What follows belongs to an exercise in optimizing a design on an open flow for small area, a short achievable clock period and few clock cycles; a production flow would make more cautious choices.
In this exercise RTL edits were held to simulation tests only and were not proved equivalent to the original.
No activity file was given, so power comes from the tool's default toggle rates.

===== design/flow/design.v =====
`timescale 1ns / 1ps
module pipe_noDataHazards_cpu(clrn,clk,pc,inst,dmem_addr,dmem_wdata,dmem_we,dmem_rdata);
	input clrn,clk;
	output [31:0] pc;
	input [31:0] inst;
	output [31:0] dmem_addr,dmem_wdata;
	output dmem_we;
	input [31:0] dmem_rdata;
	reg [31:2] pcr;             
	reg pend;                   
	reg [31:2] ptgt;            
	reg id_v;                   
	reg [31:0] ir;              
	reg ex_we, ex_ld, ex_st, ex_beq, ex_bne, ex_j;
	reg [4:0] ex_wn;
	reg [31:0] ex_an;           
	reg [31:0] ex_b;            
	reg [31:0] ex_cn;           
	reg [4:0] ex_sa;
	reg ex_fa_r, ex_fa_s, ex_fa_o;   
	reg ex_fb_r, ex_fb_s, ex_fb_o;   
	reg ex_fc_r, ex_fc_s, ex_fc_o;   
	reg ex_add, ex_and, ex_or, ex_xor, ex_sh, ex_shl, ex_shr, ex_ari;
	reg m_we, m_ld, m_st, m_add;
	reg [4:0] m_wn;
	reg [31:0] m_sum;           
	reg [31:0] m_oth;           
	reg [31:0] m_sd;
	wire stall;
	assign pc = {pcr, 2'b00};
	wire [31:2] pc_inc = pcr + 30'd1;
	always @(posedge clk or negedge clrn)
		if (!clrn) pcr <= 30'd0;
		else if (!stall) pcr <= pend ? ptgt : pc_inc;
	always @(posedge clk or negedge clrn)
		if (!clrn) id_v <= 1'b0;
		else if (!stall) id_v <= 1'b1;
	always @(posedge clk)
		if (!stall) ir <= inst;
	wire [11:0] op12 = ir[31:20];
	wire [5:0]  op6  = ir[31:26];
	wire [4:0]  rs = ir[9:5], rt = ir[4:0], rd = ir[14:10];
	wire [15:0] imm = ir[25:10];
	wire d_add  = op12 == 12'h001;
	wire d_and  = op12 == 12'h041;
	wire d_or   = op12 == 12'h042;
	wire d_xor  = op12 == 12'h044;
	wire d_sra  = op12 == 12'h081;
	wire d_srl  = op12 == 12'h082;
	wire d_sll  = op12 == 12'h083;
	wire d_addi = op6 == 6'b000101;
	wire d_andi = op6 == 6'b001001;
	wire d_ori  = op6 == 6'b001010;
	wire d_xori = op6 == 6'b001100;
	wire d_ld   = op6 == 6'b001101;
	wire d_st   = op6 == 6'b001110;
	wire d_beq  = op6 == 6'b001111;
	wire d_bne  = op6 == 6'b010000;
	wire d_j    = op6 == 6'b010010;
	wire d_rr   = d_add | d_and | d_or | d_xor;
	wire d_shf  = d_sra | d_srl | d_sll;
	wire d_imm  = d_addi | d_andi | d_ori | d_xori | d_ld;
	wire d_bb   = d_beq | d_bne;
	wire use_rs = d_rr | d_imm | d_st | d_bb;
	wire use_rt = d_rr | d_shf | d_st | d_bb;
	wire [4:0] wn = (d_rr | d_shf) ? rd : rt;
	wire d_we   = (d_rr | d_shf | d_imm) & (wn != 5'd0);
	assign stall = ex_ld & ((use_rs & (ex_wn == rs)) | (use_rt & (ex_wn == rt)));
	wire go = id_v & ~stall;
	wire [31:0] wdata = m_ld ? dmem_rdata : m_add ? m_sum : m_oth;
	reg [31:1] rv;
	always @(posedge clk or negedge clrn)
		if (!clrn) rv <= 31'd0;
		else if (m_we) rv <= rv | (31'd1 << (m_wn - 5'd1));
	reg byp_a, byp_b;
	wire [4:0] rs_nx = stall ? rs : inst[9:5];
	wire [4:0] rt_nx = stall ? rt : inst[4:0];
	always @(posedge clk) begin
		byp_a <= ex_we & (ex_wn == rs_nx);
		byp_b <= ex_we & (ex_wn == rt_nx);
	end
	wire [31:0] sel_a, sel_b;
	wire [31:0] qa_n, qb_n;
	assign sel_a[0] = byp_a;
	assign sel_b[0] = byp_b;
	wire [31:0] rfx [0:31];
	assign rfx[0] = wdata;
	genvar g, b;
	generate
		for (g = 1; g < 32; g = g + 1) begin : R
			reg [31:0] q;
			wire e = m_we & (m_wn == g);
			wire en = ~e;
			wire [31:0] nx;
			for (b = 0; b < 32; b = b + 1) begin : H
				rf_hold h(.e(e), .en(en), .d(wdata[b]), .q(q[b]), .y(nx[b]));
			end
			always @(posedge clk) q <= nx;
			assign rfx[g] = q;
			assign sel_a[g] = (rs == g) & rv[g] & ~byp_a;
			assign sel_b[g] = (rt == g) & rv[g] & ~byp_b;
		end
		for (b = 0; b < 32; b = b + 1) begin : C
			wire [31:0] x;
			for (g = 0; g < 32; g = g + 1) begin : X
				assign x[g] = rfx[g][b];
			end
			rf_read32 ra(.x(x), .s(sel_a), .y(qa_n[b]));
			rf_read32 rb(.x(x), .s(sel_b), .y(qb_n[b]));
		end
	endgenerate
	wire [31:2] btgt = pcr + {{14{imm[15]}}, imm};
	wire [31:2] jtgt = {pcr[31:28], ir[25:0]};
	wire b_imm = d_imm | d_st;
	wire [31:0] immx = {{16{imm[15] & (d_addi | d_ld | d_st)}}, imm};
	wire em_a = ex_we & (ex_wn == rs);
	wire em_b = ex_we & (ex_wn == rt);
	wire ex_isadd = ex_add;
	always @(posedge clk or negedge clrn)
		if (!clrn) begin
			ex_we <= 1'b0; ex_ld <= 1'b0; ex_st <= 1'b0;
			ex_beq <= 1'b0; ex_bne <= 1'b0; ex_j <= 1'b0;
		end else begin
			ex_we  <= go & d_we;
			ex_ld  <= go & d_ld & (wn != 5'd0);
			ex_st  <= go & d_st;
			ex_beq <= go & d_beq;
			ex_bne <= go & d_bne;
			ex_j   <= go & d_j;
		end
	always @(posedge clk)
		if (go & (d_bb | d_j)) ptgt <= d_j ? jtgt : btgt;
	always @(posedge clk) begin
		ex_wn  <= wn;
		ex_an  <= qa_n;
		ex_b   <= b_imm ? immx : ~qb_n;
		ex_cn  <= qb_n;
		ex_sa  <= ir[19:15];
		ex_fa_s <= em_a & ex_isadd;
		ex_fa_o <= em_a & ~ex_isadd;
		ex_fa_r <= ~em_a;
		ex_fb_s <= ~b_imm & em_b & ex_isadd;
		ex_fb_o <= ~b_imm & em_b & ~ex_isadd;
		ex_fb_r <= b_imm | ~em_b;
		ex_fc_s <= em_b & ex_isadd;
		ex_fc_o <= em_b & ~ex_isadd;
		ex_fc_r <= ~em_b;
		ex_add <= d_add | d_addi | d_ld | d_st;
		ex_and <= d_and | d_andi;
		ex_or  <= d_or | d_ori;
		ex_xor <= d_xor | d_xori;
		ex_sh  <= d_shf;
		ex_shl <= d_sll;
		ex_shr <= d_sra | d_srl;
		ex_ari <= d_sra;
	end
	wire [31:0] opa  = ({32{ex_fa_r}} & ~ex_an) | ({32{ex_fa_s}} & m_sum) | ({32{ex_fa_o}} & m_oth);
	wire [31:0] opb  = ({32{ex_fb_r}} & ex_b) | ({32{ex_fb_s}} & m_sum) | ({32{ex_fb_o}} & m_oth);
	wire [31:0] sdat = ({32{ex_fc_r}} & ~ex_cn) | ({32{ex_fc_s}} & m_sum) | ({32{ex_fc_o}} & m_oth);
	wire [31:0] sum = opa + opb;
	wire [4:0] sa = ex_sa;
	wire fill = ex_ari & opb[31];
	function [31:0] shstep;
		input [31:0] x;
		input h, l, r, f;
		input integer n;
		integer j;
		begin
			for (j = 0; j < 32; j = j + 1)
				shstep[j] = (h & x[j]) | (l & ((j >= n) ? x[j-n] : 1'b0))
				          | (r & ((j + n < 32) ? x[j+n] : f));
		end
	endfunction
	wire [31:0] s1 = shstep(opb, ~sa[0], ex_shl & sa[0], ex_shr & sa[0], fill, 1);
	wire [31:0] s2 = shstep(s1,  ~sa[1], ex_shl & sa[1], ex_shr & sa[1], fill, 2);
	wire [31:0] s3 = shstep(s2,  ~sa[2], ex_shl & sa[2], ex_shr & sa[2], fill, 4);
	wire [31:0] s4 = shstep(s3,  ~sa[3], ex_shl & sa[3], ex_shr & sa[3], fill, 8);
	wire [31:0] s5 = shstep(s4,  ~sa[4], ex_shl & sa[4], ex_shr & sa[4], fill, 16);
	wire [31:0] oth = ({32{ex_and}} & (opa & opb)) |
	                  ({32{ex_or}} & (opa | opb)) | ({32{ex_xor}} & (opa ^ opb)) |
	                  ({32{ex_sh}} & s5);
	wire eq = opa == opb;
	wire taken = ex_j | (ex_beq & eq) | (ex_bne & ~eq);
	always @(posedge clk or negedge clrn)
		if (!clrn) pend <= 1'b0;
		else if (taken) pend <= 1'b1;
		else if (!stall) pend <= 1'b0;
	always @(posedge clk or negedge clrn)
		if (!clrn) begin
			m_we <= 1'b0; m_ld <= 1'b0; m_st <= 1'b0;
		end else begin
			m_we <= ex_we; m_ld <= ex_ld; m_st <= ex_st;
		end
	always @(posedge clk) begin
		m_wn  <= ex_wn;
		m_add <= ex_add;
		m_sum <= sum;
		m_oth <= oth;
		m_sd  <= sdat;
	end
	assign dmem_addr  = m_sum;
	assign dmem_wdata = m_sd;
	assign dmem_we    = m_st;
endmodule
module rf_hold(input e, input en, input d, input q, output y);
	assign y = (e & d) | (en & q);
endmodule
module rf_read32(input [31:0] x, input [31:0] s, output y);
	wire [10:0] t;
	wire n0, n1, n2;
	genvar i;
	generate
		for (i = 0; i < 10; i = i + 1) begin : A
			rf_ao222n u(.a0(x[3*i]), .s0(s[3*i]), .a1(x[3*i+1]), .s1(s[3*i+1]), .a2(x[3*i+2]), .s2(s[3*i+2]), .y(t[i]));
		end
	endgenerate
	rf_ao22n u10(.a0(x[30]), .s0(s[30]), .a1(x[31]), .s1(s[31]), .y(t[10]));
	rf_nand4 v0(.a(t[0]), .b(t[1]), .c(t[2]), .d(t[3]), .y(n0));
	rf_nand4 v1(.a(t[4]), .b(t[5]), .c(t[6]), .d(t[7]), .y(n1));
	rf_nand3 v2(.a(t[8]), .b(t[9]), .c(t[10]), .y(n2));
	rf_nor3 w(.a(n0), .b(n1), .c(n2), .y(y));
endmodule
module rf_ao222n(input a0, input s0, input a1, input s1, input a2, input s2, output y);
	assign y = ~((a0 & s0) | (a1 & s1) | (a2 & s2));
endmodule
module rf_ao22n(input a0, input s0, input a1, input s1, output y);
	assign y = ~((a0 & s0) | (a1 & s1));
endmodule
module rf_nand4(input a, input b, input c, input d, output y);
	assign y = ~(a & b & c & d);
endmodule
module rf_nand3(input a, input b, input c, output y);
	assign y = ~(a & b & c);
endmodule
module rf_nor3(input a, input b, input c, output y);
	assign y = ~(a | b | c);
endmodule

===== design/flow/run.sh =====
#!/bin/bash
# synth_recipe.tcl (not shown) runs the flow's synth.tcl, then flattens the netlist and writes it again
# the make line also repeats each setting of config.mk as NAME=value (left out here)
make -C /OpenROAD-flow-scripts/flow DESIGN_CONFIG=/design/flow/config.mk WORK_HOME=/design/flow/orfs CLKGATE_MAP_FILE= SYNTH_SCRIPT=/design/flow/synth_recipe.tcl finish

===== design/flow/config.mk =====
export PLATFORM = sky130hd
export DESIGN_NAME = pipe_noDataHazards_cpu
export DESIGN_NICKNAME = pipe_noDataHazards_cpu
export VERILOG_FILES = /design/flow/design.v
export SDC_FILE = /design/flow/constraint.sdc
export NUM_CORES = 4
export LEC_CHECK = 0
export CAP_MARGIN = 20
export CORE_MARGIN = 2
export CORE_UTILIZATION = 40
export PLACE_DENSITY = 0.6
export SETUP_SLACK_MARGIN = 5
export SLEW_MARGIN = 20
export SYNTH_HIERARCHICAL = 1

===== design/flow/constraint.sdc =====
create_clock -name core_clock -period 8.0 [get_ports {clk}]
set_input_delay 1.6000 -clock core_clock [delete_from_list [all_inputs] [get_ports {clk}]]
set_output_delay 1.6000 -clock core_clock [all_outputs]
set_load 0.01 [all_outputs]

==> out/metrics.cfg <==
[outcome]
status=complete, no violations

[power_and_ir_drop]
leakagePower_nw=27.97
p_comb_share_pct=10.2
internal_power_mw=11.72
vdd_drop_max_mv=0.2463
p_sw_mw=4.137
pwr-share-seq_pct=44.7
switching_share_pct=26.10
p_per_area_nw_per_um2=210.6
p_clk_share_pct=45.1

[timing]
skew_ns=0.03010
hold_viol=0
rsz0062_at_grt=true
finalCritPeriodShare_pct=41.31
finalSetupTns_ns=0
fin_crit_ns=3.305
worst_slack_ns=4.695
max_slew_margin_pct=22.49
whs_ns=0.3525
setup_viol=0
final_max_slew_viol_count=0
max_freq_mhz=302.6
tightest_slew_ns=1.158

[drt]
avgRoutedWirePerCell_um=36.84
wl_mm=306.7
via_per_inst=7.474
drt_pre_antenna_iters=14
drc=0
vias=62220
postRouteAntennaNets=0
first_iter_violations=13630

[cts]
clk_pin_slew_worst_paths_ns=0.06
cts.path.max_buffers=3
clock_latency_ns=0.84
tritoncts=yes
cts_made_buffers=147
holdBufCountCts=0
cts.htree.levels=4
clockRootBuffer=clkbuf_16
clock_sinks=1353

[place]
placed_area_um2=64250
post-dp-hpwl_mm=172.5
port_buffers=160
pre_cts_ws_ns=3.668
place_inst=7684
place.gp.congestion=1.002

[floorplanning]
num_io_pins=163
die_area_um2=151400
core_area_um2=147500
die_y_um=389.1
initial_core_util_pct=40.22
std_cell_rows=141
dieWidth_um=389.1

[setup_path]
crit_top_cell=a21oi_2
cp-start-kind=register
reg2reg_depth=14
required_ns=8.76
cpPeakStageDelay_ns=0.44
crit_chain=buf_12 > a222oi_1 > inv_1 > ha_4 > buf_4 > a21oi_1 > nor3_2 > a21oi_2 > nand2_2 > a211oi_4 > o31ai_4 > a21o_1 > a21oi_2 > xnor2_1
critPathSlowestCell=a222oi_1
cp.arrival_ns=4.06
crit_fanout=9
critical_path_class=register to register
worstSetupEndpointType=register

[yosys]
ys_ff_latch=1353
async_reset_ff_share_pct=5.322
synth_cell_type_count=86
yosysSeqAreaShare_pct=47.32
syn_inst=5615
yosysWarningCount=7
syn-mean-instance-area_um2=10.56
synth_top_flop_cell=dfxtp_1
synth_edf_count=62
syn_area_um2=59320

[global_route]
grt_pass1_vias=57150
grt_max_degree=69
track_usage_pct=37.36
antenna_found_initial=9
grt-ovfl-total=0
grt_pass1_wl_mm=417.6

[final_layout]
final_nets=6432
final_cells=8325
final_layout_size_suffix_gt1_share_pct=23.45
syn_to_final_growth_pct=26.90
finalInstanceArea_um2=75270

[run]
cap_violations=0

[hold_path]
hold_path_depth=0
worstHoldPathType=register to register

-- per-layer routing --
metal | part of all wire (%) | wire [um] | vias to the layer above | GRT usage [%]
met5 | 0.032 | 99 | - | 0.1914
met4 | 8.7 | 26700 | 8 | 24.92
met3 | 15 | 45120 | 1384 | 13.08
met2 | 41 | 124800 | 5478 | 53.75
met1 | 36 | 110000 | 30110 | 46.97
li1 | - | - | 25240 | -
-- registers in the layout (all words and copies together) (netlist names), 5 cells and up --
| register | count |
|---|---|
| m_oth | 32 |
| m_sum | 32 |
| ir | 32 |
| ex_cn | 32 |
| m_wn | 5 |
| ex_b | 32 |
| ex_an | 32 |
| ex_sa | 5 |
| ptgt | 30 |
| pcr | 30 |
| R.q | 992 |
| ex_wn | 5 |
| m_sd | 32 |
| rv | 31 |
-- Yosys stat by module (local to each module, per instance), a selection --
module / flip-flops and latches / area [um2] / times used / cells
pipe_noDataHazards_cpu: 1353 / 41660 / 1 / 3663
rf_ao222n: 0 / 10.01 / 640 / 1
rf_ao22n: 0 / 12.51 / 64 / 1
rf_hold: 0 / 8.758 / 992 / 1
rf_nand3: 0 / 5.005 / 64 / 1
rf_nand4: 0 / 6.256 / 128 / 1
rf_nor3: 0 / 10.01 / 64 / 1
-- layout by cell type (no fill, tap or decap), drive strengths merged, types with 15 or more instances in the layout --
cell type and n:
dfxtp 1219, a22o 999, a222oi 670, buf 568, nand2 321, o21ai 239, clkbuf 231, nand3 183
a21oi 181, nor2 152, nand4 140, inv 129, nor3 115, a22oi 113, ha 94, and3 93
nand2b 80, dfrtp 72, edfxtp 62, clkdlybuf4s50 61, o211ai 53, mux2i 46, clkinv 43, a31oi 42
o221ai 40, xnor2 38, a211oi 32, nor4 27, xor2 25, a21o 22, clkdlybuf4s15 21, nor2b 20
o21a 18, o31ai 15, nor3b 15
-- timing repair --
item                       4_1_cts  5_1_grt
cloned                          17       17
buffers inserted               216      117
gates resized for setup        761      347
pin swaps                      147      243
setup endpoints to repair      338      335
-- cell type report --
class	instances	area, um2
fillers	13060	72210
multi-input cells	3955	32770
flip-flops and latches	1353	28260
repair buffers	678	6237
clock buffers	210	4364
well taps	1930	2415
clock inverters	58	666.9
inverters	133	531.8
diodes	6	15.01
repair inverters	2	12.51
-- logic make-up (layout without fill, tap and decap cells) --
| group | after synthesis | after routing | share of synthesized area, % |
|---|---|---|---|
| buf+inv | 323 | 1081 | 2.090 |
| fa+ha+maj | 96 | 96 | 2.050 |
| other cells | 1 | 8 | 0.006322 |
| simple gates | 1181 | 1196 | 10.48 |
| flops | 1353 | 1353 | 47.32 |
| compound gates | 2546 | 2546 | 36.24 |
| mux | 52 | 52 | 0.8901 |
| xor+xnor | 63 | 63 | 0.9302 |
-- path summary, 6_finish.rpt --
check / to / slack, ns / start
max: m_sum[27] / 4.70 / ex_fb_r
max in group asynchronous: rv[28] / 6.12 / clrn
min: m_st / 0.35 / ex_st
min reg2reg: m_st / 0.35 / ex_st
min in group asynchronous: pcr[12] / 0.70 / clrn
max reg2reg: m_sum[27] / 4.70 / ex_fb_r
-- power by group through the flow --
stage               Combinational, mW  Clock, mW  Sequential (mW)
floorplan                       0.727          0             7.23
global placement                 1.12          0             7.29
detailed placement               1.13          0             7.29
CTS                              1.41       7.14             7.07
global route                     1.74       7.42             7.09
finish                           1.62       7.15             7.08
-- worst max-delay path, delay by kind of cell (launching register included) --
| kind | cells | cell delay, ns |
|---|---|---|
| compound gates | 7 | 1.72 |
| buf+inv | 3 | 0.46 |
| flops | 1 | 0.39 |
| fa+ha+maj | 1 | 0.28 |
| simple gates | 2 | 0.27 |
| xor+xnor | 1 | 0.12 |
-- metrics by stage --
stage	power [mW]	utilization, %
after floorplan	7.956	-
after global placement	8.412	43.55
after detailed placement	8.425	43.56
after CTS	15.61	49.26
after global routing	16.25	51.03
final	15.85	51.04
-- synthesized netlist by cell type (72+ instances only) --
| cell type | count | share of area [%] |
|---|---|---|
| a21oi_1 | 179 | 1.5 |
| a222oi_1 | 670 | 11 |
| a22o_1 | 999 | 15 |
| and3_1 | 80 | 0.84 |
| clkbuf_1 | 171 | 1.1 |
| dfrtp_1 | 72 | 3.0 |
| dfxtp_1 | 1219 | 41 |
| ha_1 | 94 | 2.0 |
| inv_1 | 126 | 0.80 |
| nand2_1 | 321 | 2.0 |
| nand2b_1 | 80 | 0.84 |
| nand3_1 | 183 | 1.5 |
| nand4_1 | 140 | 1.5 |
| nor2_1 | 150 | 0.95 |
| o21ai_0 | 233 | 2.0 |
Testbench counts, summed over its fixed seeds: cycles 49,672.

-- what the ideal ports hide --
The results above use ideal ports. As a check the final layout listed here was re-extracted and re-timed, cells and wires unchanged.
Step 1 assumes that a clkbuf_16 drives the clock port and a buf_2 every other input.
Step 2, shift: input delay + t, output delay - t, t = (earliest + latest rising clock arrival at the registers) / 2. This alone moves slack from input paths to output paths.
Three values: ideal ports, drivers, drivers and shift; two values: the first two.
t (ns): 0.906
slack for setup (ns): 4.695 / 4.695 / 4.060
worst slew at a driven data input, ns: 0.07
After both steps setup and hold are still met in this run. The setup slack of this run moves by 0.000 ns with the drivers and by -0.635 ns with both steps.
